This design comes from an exercise in tuning for small area on the open sky130 flow, not from production work. RTL that was checked went through simulation tests only; none was proved equivalent to the original. No activity file was given, so power comes from the tool's default toggle rates.

## v50
Design pong, start of the top module:
module pong (
  input i_Clk,
  input i_Rst,
  input i_Switch_1,
  input i_Switch_2,
  input i_Switch_3,
  input i_Switch_4,
  output o_LED_1,
  output o_LED_2,
  output o_LED_3,
  output o_LED_4,
  output o_Segment1_A,
  output o_Segment1_B,
  output o_Segment1_C,
  output o_Segment1_D,
  output o_Segment1_E,
  output o_Segment1_F,
  output o_Segment1_G,
  output o_Segment2_A,
  output o_Segment2_B,
  output o_Segment2_C,
  output o_Segment2_D,
  output o_Segment2_E,
  output o_Segment2_F,
  output o_Segment2_G,
  output o_VGA_Red_0,
  output o_VGA_Red_1,
  output o_VGA_Red_2,
  output o_VGA_Grn_0,
  output o_VGA_Grn_1,
  output o_VGA_Grn_2,
  output o_VGA_Blu_0,
  output o_VGA_Blu_1,
  output o_VGA_Blu_2,
  output o_VGA_HSync,
  output o_VGA_VSync
  );
  wire [9:0] w_X_Cursor;
  wire [9:0] w_Y_Cursor;
  wire [8:0] w_P1_top;
  wire [8:0] w_P2_top;
  wire [9:0] w_B_left;
  wire [9:0] w_B_top;
  reg [1:0] device_state;	 
  reg [3:0] r_p1_score;	 
  reg [3:0] r_p2_score;
  wire w_en = (device_state == 2'd1);
  wire w_any_sw = i_Switch_1 | i_Switch_2 | i_Switch_3 | i_Switch_4;
  wire w_p1_point = (w_B_left == 10'd630);
  wire w_p2_point = (w_B_left == 10'd1023);
  always @(posedge i_Clk) begin
    if (i_Rst) begin
      device_state <= 0;
  ...
Settings: LEC_CHECK=0, CAP_MARGIN=20, CORE_MARGIN=2, CORE_UTILIZATION=65, CTS_BUF_LIST=sky130_fd_sc_hd__clkbuf_8, SLEW_MARGIN=20; clock period 10.0 ns.
standard.sh (not shown) runs the stock make flow with config.mk's settings and CLKGATE_MAP_FILE= SYNTH_SCRIPT=/design/flow/synth_recipe.tcl, a recipe that flattens the netlist after the stock synthesis.
==> flow/flow/run.sh <==
#!/bin/bash
# Own layout flow: the standard synthesis, then an area-oriented re-mapping of the
# combinational logic (registers untouched: same cells, same names), then the standard
# layout from floorplan to finish.
set -euo pipefail
W=$(pwd)
R=$W/orfs/results/${FLOW_PLATFORM}/pong/base
YOSYS=yosys
[[ -x $FLOW_HOME/../tools/install/yosys/bin/yosys ]] && YOSYS=$FLOW_HOME/../tools/install/yosys/bin/yosys

# 1. standard synthesis
bash standard.sh synth > $W/1_standard_synth.log 2>&1

# 2. re-map the logic between the registers for area
cp $R/1_2_yosys.v $W/synth_standard.v
LIB=$FLOW_HOME/platforms/${FLOW_PLATFORM}/lib/sky130_fd_sc_hd__tt_025C_1v80.lib
sed -e "s#@LIB@#$LIB#g" -e "s#@IN@#$W/synth_standard.v#g" -e "s#@OUT@#$W/synth_remapped.v#g" \
    -e "s#@ABC@#$W/flow/area.abc#g" -e "s#@TOP@#$FLOW_TOP#g" $W/flow/remap.ys > $W/remap.ys
$YOSYS -s $W/remap.ys > $W/2_remap.log 2>&1
cp $W/synth_remapped.v $R/1_2_yosys.v
touch $R/1_2_yosys.v

# 3. standard layout on the re-mapped netlist; ports get the smallest buffer
export BUFFER_PORTS_ARGS="-buffer_cell sky130_fd_sc_hd__buf_1"
bash standard.sh finish > $W/3_standard_layout.log 2>&1
==> flow/flow/area.abc <==
strash; &get -n; &deepsyn -J 100 -T 400; &put; dch -f; amap
==> flow/flow/remap.ys <==
read_liberty -ignore_miss_func @LIB@
read_verilog @IN@
hierarchy -top @TOP@
blackbox sky130_fd_sc_hd__dfxtp_1 sky130_fd_sc_hd__dfxtp_2 sky130_fd_sc_hd__dfxtp_4 sky130_fd_sc_hd__edfxtp_1 sky130_fd_sc_hd__conb_1
flatten
opt_clean -purge
abc -liberty @LIB@ -dont_use *lpflow* -dont_use *probe* -dont_use *__ha_* -dont_use *__fa_* -script @ABC@
opt_clean -purge
hilomap -singleton -hicell sky130_fd_sc_hd__conb_1 HI -locell sky130_fd_sc_hd__conb_1 LO
splitnets
opt_clean -purge
insbuf -buf sky130_fd_sc_hd__buf_4 A X
stat -liberty @LIB@
write_verilog -noattr -nohex -nodec @OUT@
Input changes introduced in v46 (baseline for comparison: v50):
Settings: CTS_BUF_LIST removed (was sky130_fd_sc_hd__clkbuf_8); CORE_UTILIZATION changed from 65 to 40.
-- flow/flow/run.sh --
<<< v50, line 21
touch $R/1_2_yosys.v

# 3. standard layout on the re-mapped netlist; ports get the smallest buffer
export BUFFER_PORTS_ARGS="-buffer_cell sky130_fd_sc_hd__buf_1"
bash standard.sh finish > $W/3_standard_layout.log 2>&1
>>> v46, line 21
touch $R/1_2_yosys.v

# 3. standard layout on the re-mapped netlist
bash standard.sh finish > $W/3_standard_layout.log 2>&1
==> flow/flow/area.abc <==
strash; &get -n; &deepsyn -T 60; &put; dch -f; amap
==> run notes <==
Taking v50 as the reference, in v46 post-route total power saw an increase; layout filler cell count grew by 96%; cell area higher; worst reg-to-reg path cell count now sits higher. In the flow results for v50 and v46, the initial cell density of the core is larger on v50. v46 against v50: maximum VDD drop went down about 46%, summed instance area of the synthesized netlist went up 3.4%. Of the two candidates, v50 has the better switching power and v46 the worse one. The clock edge transition at the registers on the reported setup and hold paths of v46 and that of v50 are within noise of each other. Changes observed in v46 relative to v50: total number of vias grew by 213, total of max-cap violations held steady.
What v32 does differently from v46 at the input level:
==> flow/run.sh (new file) <==
#!/bin/bash
# synth_recipe.tcl (not shown) runs the flow's synth.tcl, then flattens the netlist and writes it again
# the make line also repeats each setting of config.mk as NAME=value (left out here)
make -C /OpenROAD-flow-scripts/flow DESIGN_CONFIG=/design/flow/config.mk WORK_HOME=/design/flow/orfs CLKGATE_MAP_FILE= SYNTH_SCRIPT=/design/flow/synth_recipe.tcl finish
removed: flow/flow/run.sh
removed: flow/flow/area.abc
removed: flow/flow/remap.ys
removed: flow/standard.sh
## What came out
- v46 → v32: met3 track utilization from global routing now sits lower, total track usage now sits lower, final estimated routing congestion in global placement now sits lower, non-clock buffer count now sits higher.
- Diff v46 -> v32 | post-route minimum period | decrease of 0.094 ns
- Part of the total power dissipated in combinational logic in v32 is 3.3 points higher than in v46
- Taking v46 as the reference point, the fraction of final layout cells sized beyond drive strength 1 of v32 rises by 1.8 points.

========
Setup of JK:
pong, a different RTL version from the one above (not shown whole).
Size in the first run: ~1,700 cells after synthesis, roughly 140 flip-flops, roughly 35 I/O pins, ~13,000 um^2 of cells after synthesis.
Settings: LEC_CHECK=0, CAP_MARGIN=20, CORE_MARGIN=2, CORE_UTILIZATION=40, SLEW_MARGIN=20; clock period 10.0 ns.
run.sh (not shown) runs the stock make flow with config.mk's settings and CLKGATE_MAP_FILE= SYNTH_SCRIPT=/design/flow/synth_recipe.tcl, a recipe that flattens the netlist after the stock synthesis.
Stock flow here: none of the scripts above is used.
JK completed; timing, DRC and antenna clean
Input changes introduced in MS (baseline for comparison: JK):
Settings: CORE_UTILIZATION: 40 -> 75.
## What came out
JK -> MS: buffer levels on the longest clock path flat
Between JK and MS, the utilization is lower for JK.
Taking MS over JK, the die area ratio works out to 0.54.
According to the power report, total power for MS is lower than for JK.
| wire length | JK vs MS | ≈ equal |
There was hardly any difference in buffer share of cell area between MS and JK.
Function was not checked in any run of this note: the RTL went through the layout flow alone.

========
pong, a different RTL version from the one above (not shown whole).
## pong
module pong (
  input i_Clk,
  input i_Rst,
  input i_Switch_1,
  input i_Switch_2,
  input i_Switch_3,
  input i_Switch_4,
  output o_LED_1,
  output o_LED_2,
  output o_LED_3,
  output o_LED_4,
  output o_Segment1_A,
  output o_Segment1_B,
  output o_Segment1_C,
  output o_Segment1_D,
  output o_Segment1_E,
  output o_Segment1_F,
  output o_Segment1_G,
  output o_Segment2_A,
  output o_Segment2_B,
  output o_Segment2_C,
  output o_Segment2_D,
  output o_Segment2_E,
  output o_Segment2_F,
  output o_Segment2_G,
  output o_VGA_Red_0,
  output o_VGA_Red_1,
  output o_VGA_Red_2,
  output o_VGA_Grn_0,
  output o_VGA_Grn_1,
  output o_VGA_Grn_2,
  output o_VGA_Blu_0,
  output o_VGA_Blu_1,
  output o_VGA_Blu_2,
  output o_VGA_HSync,
  output o_VGA_VSync
  );
Settings: LEC_CHECK=0, CAP_MARGIN=20, CORE_MARGIN=2, CORE_UTILIZATION=45, CTS_BUF_LIST=sky130_fd_sc_hd__clkbuf_8, SLEW_MARGIN=20; clock period 10.0 ns.
standard.sh (not shown) runs the stock make flow with config.mk's settings and CLKGATE_MAP_FILE= SYNTH_SCRIPT=/design/flow/synth_recipe.tcl, a recipe that flattens the netlist after the stock synthesis.
==> flow/flow/run.sh <==
#!/bin/bash
# Own layout flow: the standard synthesis, then an area-oriented re-mapping of the
# combinational logic (registers untouched: same cells, same names), then the standard
# layout from floorplan to finish.
set -euo pipefail
W=$(pwd)
R=$W/orfs/results/${FLOW_PLATFORM}/pong/base
YOSYS=yosys
[[ -x $FLOW_HOME/../tools/install/yosys/bin/yosys ]] && YOSYS=$FLOW_HOME/../tools/install/yosys/bin/yosys

# 1. standard synthesis
bash standard.sh synth > $W/1_standard_synth.log 2>&1

# 2. re-map the logic between the registers for area
cp $R/1_2_yosys.v $W/synth_standard.v
LIB=$FLOW_HOME/platforms/${FLOW_PLATFORM}/lib/sky130_fd_sc_hd__tt_025C_1v80.lib
sed -e "s#@LIB@#$LIB#g" -e "s#@IN@#$W/synth_standard.v#g" -e "s#@OUT@#$W/synth_remapped.v#g" \
    -e "s#@ABC@#$W/flow/area.abc#g" -e "s#@TOP@#$FLOW_TOP#g" $W/flow/remap.ys > $W/remap.ys
$YOSYS -s $W/remap.ys > $W/2_remap.log 2>&1
cp $W/synth_remapped.v $R/1_2_yosys.v
touch $R/1_2_yosys.v

# 3. standard layout on the re-mapped netlist; ports get the smallest buffer
export BUFFER_PORTS_ARGS="-buffer_cell sky130_fd_sc_hd__buf_1"
bash standard.sh finish > $W/3_standard_layout.log 2>&1
==> flow/flow/area.abc <==
strash; &get -n; &deepsyn -J 100 -T 400; &put; dch -f; amap
==> flow/flow/remap.ys <==
read_liberty -ignore_miss_func @LIB@
read_verilog @IN@
hierarchy -top @TOP@
blackbox sky130_fd_sc_hd__dfxtp_1 sky130_fd_sc_hd__dfxtp_2 sky130_fd_sc_hd__dfxtp_4 sky130_fd_sc_hd__edfxtp_1 sky130_fd_sc_hd__conb_1
flatten
opt_clean -purge
abc -liberty @LIB@ -dont_use *lpflow* -dont_use *probe* -dont_use *__ha_* -dont_use *__fa_* -script @ABC@
opt_clean -purge
hilomap -singleton -hicell sky130_fd_sc_hd__conb_1 HI -locell sky130_fd_sc_hd__conb_1 LO
splitnets
opt_clean -purge
insbuf -buf sky130_fd_sc_hd__buf_4 A X
stat -liberty @LIB@
write_verilog -noattr -nohex -nodec @OUT@
The starting point produced a clean layout.
Then changed:
--- a/flow/config.mk
+++ b/flow/config.mk
@@ -11 +11,2 @@
-export CTS_BUF_LIST = sky130_fd_sc_hd__clkbuf_8
+export CTS_BUF_LIST = sky130_fd_sc_hd__clkbuf_4 sky130_fd_sc_hd__clkbuf_16
+export CTS_CLUSTER_SIZE = 8
=> Sequential power barely changes. Wire length went down slightly. Via count went down slightly. Worst setup slack gets better by 0.073 ns.
Then changed:
==> flow/flow/area.abc (replaced) <==
strash; &get -n; &deepsyn -J 20 -T 300; &put; dch -f; amap -F 4 -A 8
--- a/flow/config.mk
+++ b/flow/config.mk
@@ -8 +8 @@
-export CAP_MARGIN = 20
+export CAP_MARGIN = 0
@@ -11,3 +11,3 @@
-export CTS_BUF_LIST = sky130_fd_sc_hd__clkbuf_4 sky130_fd_sc_hd__clkbuf_16
-export CTS_CLUSTER_SIZE = 8
-export SLEW_MARGIN = 20
+export CTS_BUF_LIST = sky130_fd_sc_hd__clkbuf_8
+export CTS_CLUSTER_SIZE = 30
+export SLEW_MARGIN = 0
The new run completed with no timing, DRC or antenna violations.
Sequential share of layout area rose by 0.16 points.
Setup slack gets worse by 0.23 ns.
Routed wire length rose by 5.9%.
Cell area fell by 0.52%.
Cell count rose by 1.9%.
Total power fell by about 17%.
Sequential cell count is unchanged.

re-timing with driven ports:
The results above use ideal ports. As a check the final layouts listed here were re-extracted and re-timed, cells and wires unchanged. Step 1: set_driving_cell puts a clkbuf_16 on i_Clk and a buf_2 on each other input, an assumption about the parent block. Step 2 also shifts input and output timing later by t, the mid clock arrival at the registers, as if the neighbouring blocks saw the same clock. Slacks: ideal ports / drivers / drivers and shift; pairs: ideal ports / drivers.
run	shift t [ns]	setup slack, ns	worst setup path at the end	latest minus earliest clock arrival (ns)
v50	0.500	4.405 / 4.367 / 4.867	register to output	0.012 / 0.011
v46	0.472	3.505 / 3.456 / 3.928	register to output	0.010 / 0.010
v32	0.497	3.598 / 3.552 / 4.049	register to output	0.010 / 0.010
JK	0.479	3.151 / 3.104 / 3.584	register to output	0.014 / 0.015
MS	0.484	2.844 / 2.797 / 3.281	register to output	0.014 / 0.014
the first run of note 3	0.508	4.072 / 4.034 / 4.542	register to output	0.017 / 0.018
the second run of note 3	0.475	4.145 / 4.100 / 4.575	register to output	0.012 / 0.012
the third run of note 3	0.496	3.919 / 3.878 / 4.374	register to output	0.012 / 0.012
After both steps every run listed still meets setup and hold.
